Background: an optimization exercise with open tools, aiming at small area. Do not read the settings as production practice. The RTL was checked by simulation tests, not by an equivalence proof against the original design. The flow treats the clock pin as an ideal source. Dropping or thinning the clock tree relies on that and would not hold on a real chip. Power and IR drop assume default switching activity.

## oak
## LED_Driver
module LED_Driver(
    input clk,
    input [8:0] sw,
    input btnC,
    input btnU,
    input btnD,
    output [15:0] led,
    output reg [6:0] seg,
    output [6:0] ja_oe,
    output [6:0] ja_out,
    output reg [3:0] an
    );
Settings: LEC_CHECK=0, ABC_AREA=1, CAP_MARGIN=20, CORE_MARGIN=2, CORE_UTILIZATION=40, CTS_BUF_LIST=sky130_fd_sc_hd__clkbuf_8, SLEW_MARGIN=20; clock period 5.0 ns.
standard.sh (not shown) runs the stock make flow with config.mk's settings and CLKGATE_MAP_FILE= SYNTH_SCRIPT=/design/flow/synth_recipe.tcl, a recipe that flattens the netlist after the stock synthesis.
==> flow/flow/run.sh <==
#!/bin/bash
# Standard ORFS layout (the standard.sh) with these changes:
#  - synthesis maps the logic with an area-oriented ABC script (flow/abc_min.script:
#    deepsyn, then &nf); everything else in the standard flow's synthesis script is unchanged,
#    except that no buffers are inserted for outputs that share a net
#    (SYNTH_INSBUF=0; every port still gets its own port buffer later);
#  - the port buffers use the smallest buffer cell;
#  - the clock tree is one level: the clock port drives 4 clkbuf_16, each
#    placed at the centre of the quarter of the registers it drives
#    (flow/manual_cts.tcl, run in place of clock_tree_synthesis).
set -euo pipefail
here=$(pwd)
export FLOW_ABC_SCRIPT=$here/flow/abc_min.script
{ echo "source $here/flow/abc_override.tcl"; cat synth_recipe.tcl; } > my_synth.tcl
sed "s#SYNTH_SCRIPT=[^ ]*#SYNTH_SCRIPT=$here/my_synth.tcl SYNTH_INSBUF=0#" standard.sh > my_standard.sh
export PRE_CTS_TCL=$here/flow/manual_cts.tcl MANUAL_CTS_NET=clk MANUAL_CTS_N=4 MANUAL_CTS_CELL=sky130_fd_sc_hd__clkbuf_16
export BUFFER_PORTS_ARGS="-buffer_cell sky130_fd_sc_hd__buf_1"
bash my_standard.sh > standard.log 2>&1
==> flow/flow/manual_cts.tcl <==
# PRE_CTS_TCL hook: replaces clock_tree_synthesis with a one-level clock
# tree: the clock port drives $::env(MANUAL_CTS_N) buffers of cell
# $::env(MANUAL_CTS_CELL), each placed at the centre of the registers it
# drives (registers split into groups by position).
rename clock_tree_synthesis __orfs_clock_tree_synthesis
proc clock_tree_synthesis {args} {
  set block [ord::get_db_block]
  set dbu [$block getDbUnitsPerMicron]
  set cell $::env(MANUAL_CTS_CELL)
  set n $::env(MANUAL_CTS_N)
  set clk_net [$block findNet $::env(MANUAL_CTS_NET)]
  set sinks {}
  foreach it [$clk_net getITerms] {
    if {[$it isInputSignal] || [$it getIoType] eq "INPUT"} {
      set inst [$it getInst]
      set bb [$inst getBBox]
      lappend sinks [list [expr {([$bb xMin] + [$bb xMax]) / 2.0 / double($dbu)}] [expr {([$bb yMin] + [$bb yMax]) / 2.0 / double($dbu)}] "[$inst getName]/[[$it getMTerm] getName]"]
    }
  }
  set m [llength $sinks]
  puts "manual CTS: $m sinks, $n buffers of $cell"
  # split into n groups: by x for n = 2, by x then y for n = 4
  set groups [list $sinks]
  set axis 0
  while {[llength $groups] < $n} {
    set ng {}
    foreach g $groups {
      set s [lsort -real -index $axis $g]
      set h [expr {[llength $s] / 2}]
      lappend ng [lrange $s 0 [expr {$h - 1}]] [lrange $s $h end]
    }
    set groups $ng
    set axis [expr {1 - $axis}]
  }
  set i 0
  foreach g $groups {
    set sx 0.0; set sy 0.0; set pins {}
    foreach s $g { set sx [expr {$sx + [lindex $s 0]}]; set sy [expr {$sy + [lindex $s 1]}]; lappend pins [get_pins [lindex $s 2]] }
    set cx [expr {$sx / [llength $g]}]; set cy [expr {$sy / [llength $g]}]
    insert_buffer -buffer_cell $cell -net $::env(MANUAL_CTS_NET) -load_pins $pins -location [list $cx $cy] -buffer_name clkbuf_man_$i -net_name clk_man_$i
    puts "manual CTS: buffer $i drives [llength $g] sinks at ($cx, $cy)"
    incr i
  }
  foreach net [$block getNets] {
    if {[string match clk_man_* [$net getName]] || [$net getName] eq $::env(MANUAL_CTS_NET)} { $net setSigType CLOCK }
  }
  set_propagated_clock [all_clocks]
}
Other scripts of this flow, unchanged in this note and not shown: flow/flow/abc_min.script, flow/flow/abc_override.tcl
--- input diff oak..pine ---
==> flow/flow/run.sh <==
#!/bin/bash
# Standard ORFS layout (the standard.sh) with these changes:
#  - synthesis maps the logic with an area-oriented ABC script (flow/abc_min.script:
#    deepsyn, then &nf); everything else in the standard flow's synthesis script is unchanged,
#    except that no buffers are inserted for outputs that share a net
#    (SYNTH_INSBUF=0; every port still gets its own port buffer later);
#  - the port buffers use the smallest buffer cell;
#  - constant outputs share one tie cell per value (SKIP_REPAIR_TIE_FANOUT=1);
#  - the clock tree is one level: the clock port drives 3 clkbuf_16, each
#    placed at the centre of the third of the registers it drives
#    (flow/manual_cts.tcl, run in place of clock_tree_synthesis).
set -euo pipefail
here=$(pwd)
export FLOW_ABC_SCRIPT=$here/flow/abc_min.script
{ echo "source $here/flow/abc_override.tcl"; cat synth_recipe.tcl; } > my_synth.tcl
sed "s#SYNTH_SCRIPT=[^ ]*#SYNTH_SCRIPT=$here/my_synth.tcl SYNTH_INSBUF=0 SKIP_REPAIR_TIE_FANOUT=1#" standard.sh > my_standard.sh
export PRE_CTS_TCL=$here/flow/manual_cts.tcl MANUAL_CTS_NET=clk MANUAL_CTS_N=3 MANUAL_CTS_CELL=sky130_fd_sc_hd__clkbuf_16
export BUFFER_PORTS_ARGS="-buffer_cell sky130_fd_sc_hd__buf_1"
bash my_standard.sh > standard.log 2>&1
--- a/flow/flow/manual_cts.tcl
+++ b/flow/flow/manual_cts.tcl
@@ -23,4 +23,12 @@
   set groups [list $sinks]
   set axis 0
+  if {$n == 3} {
+    set s [lsort -real -index 0 $sinks]
+    set a [expr {$m / 3}]
+    set b [expr {2 * $m / 3}]
+    set rest [lsort -real -index 1 [lrange $s $a end]]
+    set h [expr {[llength $rest] / 2}]
+    set groups [list [lrange $s 0 [expr {$a - 1}]] [lrange $rest 0 [expr {$h - 1}]] [lrange $rest $h end]]
+  }
   while {[llength $groups] < $n} {
     set ng {}
Results
On post-detailed-routing wire length, pine and oak are neck and neck.
pine: global-route wire length before repair is 3.4% higher than what oak reported.
pine closes out successfully: all stages finished, all timing, DRC and antenna checks passed.
Compared to oak, pine has final core utilization 0.60 points lower.
Looking at final clock period utilization by the worst path across pine and oak, the one that comes out lower is pine.
Taking oak as the reference, in pine final area down 1.3%; worst setup skew after layout increased 7.4 ps.
Looking at capture point of the worst path, the led[3] result is from pine; the led[0] one comes from oak.
Floorplan row count across pine and oak: no real change.
Relative contribution of the clock network to total power came out lower on pine than on oak.
diff inputs: pine => birch
--- a/flow/flow/run.sh
+++ b/flow/flow/run.sh
@@ -7,6 +7,6 @@
 #  - the port buffers use the smallest buffer cell;
 #  - constant outputs share one tie cell per value (SKIP_REPAIR_TIE_FANOUT=1);
-#  - the clock tree is one level: the clock port drives 3 clkbuf_16, each
-#    placed at the centre of the third of the registers it drives
+#  - the clock tree is one level: the clock port drives 4 clkbuf_16, each
+#    placed at the centre of the quarter of the registers it drives
 #    (flow/manual_cts.tcl, run in place of clock_tree_synthesis).
 set -euo pipefail
@@ -15,5 +15,5 @@
 { echo "source $here/flow/abc_override.tcl"; cat synth_recipe.tcl; } > my_synth.tcl
 sed "s#SYNTH_SCRIPT=[^ ]*#SYNTH_SCRIPT=$here/my_synth.tcl SYNTH_INSBUF=0 SKIP_REPAIR_TIE_FANOUT=1#" standard.sh > my_standard.sh
-export PRE_CTS_TCL=$here/flow/manual_cts.tcl MANUAL_CTS_NET=clk MANUAL_CTS_N=3 MANUAL_CTS_CELL=sky130_fd_sc_hd__clkbuf_16
+export PRE_CTS_TCL=$here/flow/manual_cts.tcl MANUAL_CTS_NET=clk MANUAL_CTS_N=4 MANUAL_CTS_CELL=sky130_fd_sc_hd__clkbuf_16
 export BUFFER_PORTS_ARGS="-buffer_cell sky130_fd_sc_hd__buf_1"
 bash my_standard.sh > standard.log 2>&1
--- a/flow/flow/manual_cts.tcl
+++ b/flow/flow/manual_cts.tcl
@@ -23,12 +23,4 @@
   set groups [list $sinks]
   set axis 0
-  if {$n == 3} {
-    set s [lsort -real -index 0 $sinks]
-    set a [expr {$m / 3}]
-    set b [expr {2 * $m / 3}]
-    set rest [lsort -real -index 1 [lrange $s $a end]]
-    set h [expr {[llength $rest] / 2}]
-    set groups [list [lrange $s 0 [expr {$a - 1}]] [lrange $rest 0 [expr {$h - 1}]] [lrange $rest $h end]]
-  }
   while {[llength $groups] < $n} {
     set ng {}
--- outcome ---
Looking at setup slack, birch sits 3.3 ps below pine.
Cmp pine and birch / wire length of the first global-routing pass / lower: birch
Compared with pine, birch shows a part of the total power dissipated in combinational logic that is 0.6 points lower.
No run of this note takes its clock network from TritonCTS; it comes from the design's own scripts or RTL.

==> what the ideal ports hide <==
How much do the figures lean on ideal ports? The routed layouts below were timed once more, with nothing changed but the port constraints. Step 1 sets driving cells, clkbuf_16 on the clock port and buf_2 on the other inputs (assumed; they add their load-dependent delay and slew). Step 2 also shifts input and output timing later by t, the mid clock arrival at the registers, as if the neighbouring blocks saw the same clock. Slacks: no drivers / after step 1 / after step 2; pairs: no drivers / after step 1.
run | t, ns | slack for setup (ns) | worst setup path at the end
oak | 0.225 | 1.137 / 1.059 / 1.283 | register to output
pine | 0.227 | 1.213 / 1.150 / 1.378 | register to output
birch | 0.222 | 1.210 / 1.135 / 1.357 | register to output
After both steps every run listed still meets setup and hold.
